This is an optimization exercise on Yosys and OpenROAD, whose aim is small area, not a production implementation. Only simulation tests tie the RTL to the original design; equivalence was not proved. The flow treats the clock pin as an ideal source. Dropping or thinning the clock tree relies on that and would not hold on a real chip. Power and IR drop assume default switching activity.

Setup of v27:
## MISR_golden_sign
module MISR_golden_sign(
    input clk,
    input reset,
    output reg [73:0] MISR
    );
For scale: ~410 cells after synthesis, about 86 flip-flops, about 76 I/O pins, about 4600 um^2 of cells after synthesis.
clock: 5.5 ns
lec_check: 0
cap_margin: 20
core_margin: 2
core_utilization: 70
gpl_timing_driven: 0
slew_margin: 20
synth_hierarchical: 1
standard.sh (not shown) runs the stock make flow with config.mk's settings and CLKGATE_MAP_FILE= SYNTH_SCRIPT=/design/flow/synth_recipe.tcl, a recipe that flattens the netlist after the stock synthesis.
==> flow/flow/run.sh <==
#!/bin/bash
# The standard ORFS layout (standard.sh) with two changes:
#  - port buffers are buf_1 cells (BUFFER_PORTS_ARGS); every port is still buffered;
#  - the clock tree is one level of MANUAL_CTS_N clock buffers, each driving a
#    balanced group of flip-flops (flow/cts_manual.tcl, sourced as PRE_CTS_TCL).
# ORFS's own logs stay under orfs/logs/; make's output goes to standard.log.
set -uo pipefail
bash standard.sh \
  "BUFFER_PORTS_ARGS=-buffer_cell sky130_fd_sc_hd__buf_1" \
  "PRE_CTS_TCL=$PWD/flow/cts_manual.tcl" \
  "MANUAL_CTS_BUF=sky130_fd_sc_hd__clkbuf_16" \
  "MANUAL_CTS_N=4" \
  finish > standard.log 2>&1
Other scripts of this flow, unchanged in this note and not shown: flow/flow/cts_manual.tcl
Relative to v27, the following input files were edited for v55:
==> flow/flow/run.sh <==
#!/bin/bash
# The standard ORFS layout (standard.sh) with these changes:
#  - port buffers are buf_1 cells (BUFFER_PORTS_ARGS); every port is still buffered;
#  - the clock tree is one level of MANUAL_CTS_N clock buffers, each driving a
#    balanced group of flip-flops (flow/cts_manual.tcl, sourced as PRE_CTS_TCL).
# ORFS's own logs stay under orfs/logs/; make's output goes to standard.log.
set -uo pipefail
bash standard.sh \
  "BUFFER_PORTS_ARGS=-buffer_cell sky130_fd_sc_hd__buf_1" \
  "REMOVE_ABC_BUFFERS=1" \
  "PRE_CTS_TCL=$PWD/flow/cts_manual.tcl" \
  "MANUAL_CTS_BUF=sky130_fd_sc_hd__clkbuf_16" \
  "MANUAL_CTS_N=4" \
  finish > standard.log 2>&1
Results
Every run (v27 and v55) finished clean. Cell area power density in v55 vs v27: up 2.4 nW/um^2. v55 against v27: final worst setup slack went up by 0.048 ns, average wire per standard cell fell by about 5.5%, largest incremental delay on the critical path barely changed. Between v27 and v55, the difference in footprint of the multi-input gates is negligible. Taking v27 as the reference point, the shortest period the worst path allows of v55 falls by 0.048 ns. v55 vs. v27: area of the die now sits at about the same level, first-pass GRT wire length shows a reduction of about 6%, final count of pins violating max slew comparable.
[inputs] v39 vs v55
-- flow/flow/run.sh --
<<< v55, line 8
bash standard.sh \
  "BUFFER_PORTS_ARGS=-buffer_cell sky130_fd_sc_hd__buf_1" \
  "REMOVE_ABC_BUFFERS=1" \
  "PRE_CTS_TCL=$PWD/flow/cts_manual.tcl" \
  "MANUAL_CTS_BUF=sky130_fd_sc_hd__clkbuf_16" \
>>> v39, line 8
bash standard.sh \
  "BUFFER_PORTS_ARGS=-buffer_cell sky130_fd_sc_hd__buf_1" \
  "REMOVE_ABC_BUFFERS=1" "RECOVER_POWER=100" \
  "PRE_CTS_TCL=$PWD/flow/cts_manual.tcl" \
  "MANUAL_CTS_BUF=sky130_fd_sc_hd__clkbuf_16" \
==> results.txt <==
- Status v39: flow complete, layout not clean - max-capacitance violations, max-slew violations
- Diff v55..v39 | initial standard-cell utilization of the core | unchanged
- Max-slew violation count in v39 is 72 higher than in v55
- | sequential share of power | v39 vs v55 | ≈ equal |
- In the route summary, v39 ends up with a via count below that of v55.
- v39 gives less share of cells above drive strength 1 than v55 did.
- Net switching power improves in v39 relative to v55.
- Looking at layout-stage area growth over the synthesis result across v39 and v55, the one that comes out lower is v39.
- In terms of total power, v39 and v55 differ only marginally.
- Between v55 and v39, the fraction of area in registers figures differ only marginally.
Edits applied to the flow inputs when going from v39 to v8:
# v39
export LEC_CHECK = 0
export CAP_MARGIN = 20
export CORE_MARGIN = 2
export CORE_UTILIZATION = 70
export GPL_TIMING_DRIVEN = 0
export SLEW_MARGIN = 20
export SYNTH_HIERARCHICAL = 1
create_clock -name core_clock -period 5.5 [get_ports {clk}]
# v8
export LEC_CHECK = 0
export CAP_MARGIN = 20
export CORE_MARGIN = 2
export CORE_UTILIZATION = 85
export GPL_TIMING_DRIVEN = 0
export SLEW_MARGIN = 20
export SYNTH_HIERARCHICAL = 1
create_clock -name core_clock -period 5.5 [get_ports {clk}]
-- flow/flow/run.sh --
<<< v39, line 8
bash standard.sh \
  "BUFFER_PORTS_ARGS=-buffer_cell sky130_fd_sc_hd__buf_1" \
  "REMOVE_ABC_BUFFERS=1" "RECOVER_POWER=100" \
  "PRE_CTS_TCL=$PWD/flow/cts_manual.tcl" \
  "MANUAL_CTS_BUF=sky130_fd_sc_hd__clkbuf_16" \
>>> v8, line 8
bash standard.sh \
  "BUFFER_PORTS_ARGS=-buffer_cell sky130_fd_sc_hd__buf_1" \
  "REMOVE_ABC_BUFFERS=1" \
  "PRE_CTS_TCL=$PWD/flow/cts_manual.tcl" \
  "MANUAL_CTS_BUF=sky130_fd_sc_hd__clkbuf_16" \
v8: DPL-0033 in clock tree synthesis (4_1_cts) -> run aborted
Compared v8 against v39; synthesized-area fraction occupied by and/or/nand/nor cells within noise.
Diff v39..v8 | number of synthesized register bits | unchanged
Total number of placement rows was lower in the run labelled v8.
Re initial standard-cell utilization of the core: v8 is 16 points up on v39.
Any difference in area of placed instances between v39 and v8 is small enough to ignore.
Diff v8 and v39: total of cells resized after clock tree synthesis higher in v8
As far as gate count of the mapped netlist goes, v39 and v8 are indistinguishable; the numbers are identical.
As far as number of hold buffers added after cts goes, v39 and v8 are indistinguishable; the numbers are identical.
Comparing v39 against v8, there is no change at all in proportion of synthesized chip area in sequential cells.
The final reports for v8 and v39 show post-detailed-placement half-perimeter wirelength higher in the former.
Die extent in y down 7.5 um in v8 wrt v39
Edits applied to the flow inputs when going from v8 to v33:
# v8
export LEC_CHECK = 0
export CAP_MARGIN = 20
export CORE_MARGIN = 2
export CORE_UTILIZATION = 85
export GPL_TIMING_DRIVEN = 0
export SLEW_MARGIN = 20
export SYNTH_HIERARCHICAL = 1
create_clock -name core_clock -period 5.5 [get_ports {clk}]
# v33
export LEC_CHECK = 0
export CAP_MARGIN = 20
export CORE_MARGIN = 2
export CORE_UTILIZATION = 70
export GPL_TIMING_DRIVEN = 0
export SLEW_MARGIN = 20
export SYNTH_HIERARCHICAL = 1
create_clock -name core_clock -period 5.5 [get_ports {clk}]
==> flow/flow/run.sh <==
#!/bin/bash
# The standard ORFS layout (standard.sh) with two changes:
#  - port buffers are buf_1 cells (BUFFER_PORTS_ARGS); every port is still buffered;
#  - the clock tree is one level of MANUAL_CTS_N clock buffers, each driving a
#    balanced group of flip-flops (flow/cts_manual.tcl, sourced as PRE_CTS_TCL).
# ORFS's own logs stay under orfs/logs/; make's output goes to standard.log.
set -uo pipefail
bash standard.sh \
  "BUFFER_PORTS_ARGS=-buffer_cell sky130_fd_sc_hd__buf_1" \
  "PRE_CTS_TCL=$PWD/flow/cts_manual.tcl" \
  "MANUAL_CTS_BUF=sky130_fd_sc_hd__clkbuf_16" \
  "MANUAL_CTS_N=4" "REMOVE_ABC_BUFFERS=1" \
  finish > standard.log 2>&1
==> comparison <==
Looking at the reports, v33 completed the entire flow and the layout it produced met the timing, DRC and antenna checks. v33 against v8: number of cells after detailed placement rose by 7; HPWL after detailed placement fell by about 26%; number of placement rows went up 3.
The clock cells of v27, v55, v39 and v33 come from the design's own scripts or RTL, not from TritonCTS.

-- what the ideal ports hide --
The flow's constraints put no driver on any port. The routed layouts listed below were extracted and timed again, unchanged, in two steps.
Step 1: set_driving_cell puts a clkbuf_16 on clk and a buf_2 on each other input, an assumption about the parent block.
Step 2, shift: input delay + t, output delay - t, t = (earliest + latest rising clock arrival at the registers) / 2. This alone moves slack from input paths to output paths.
a / b / c = ideal ports / drivers / drivers and shift; a / b = the first two.
run | t, ns | setup WS [ns] | worst slew at a driven data input, ns
v27 | 0.225 | 0.202 / 0.202 / 0.202 | 0.03
v55 | 0.223 | 0.250 / 0.250 / 0.250 | 0.03
v39 | 0.223 | 0.249 / 0.249 / 0.249 | 0.03
v33 | 0.223 | 0.250 / 0.250 / 0.250 | 0.03
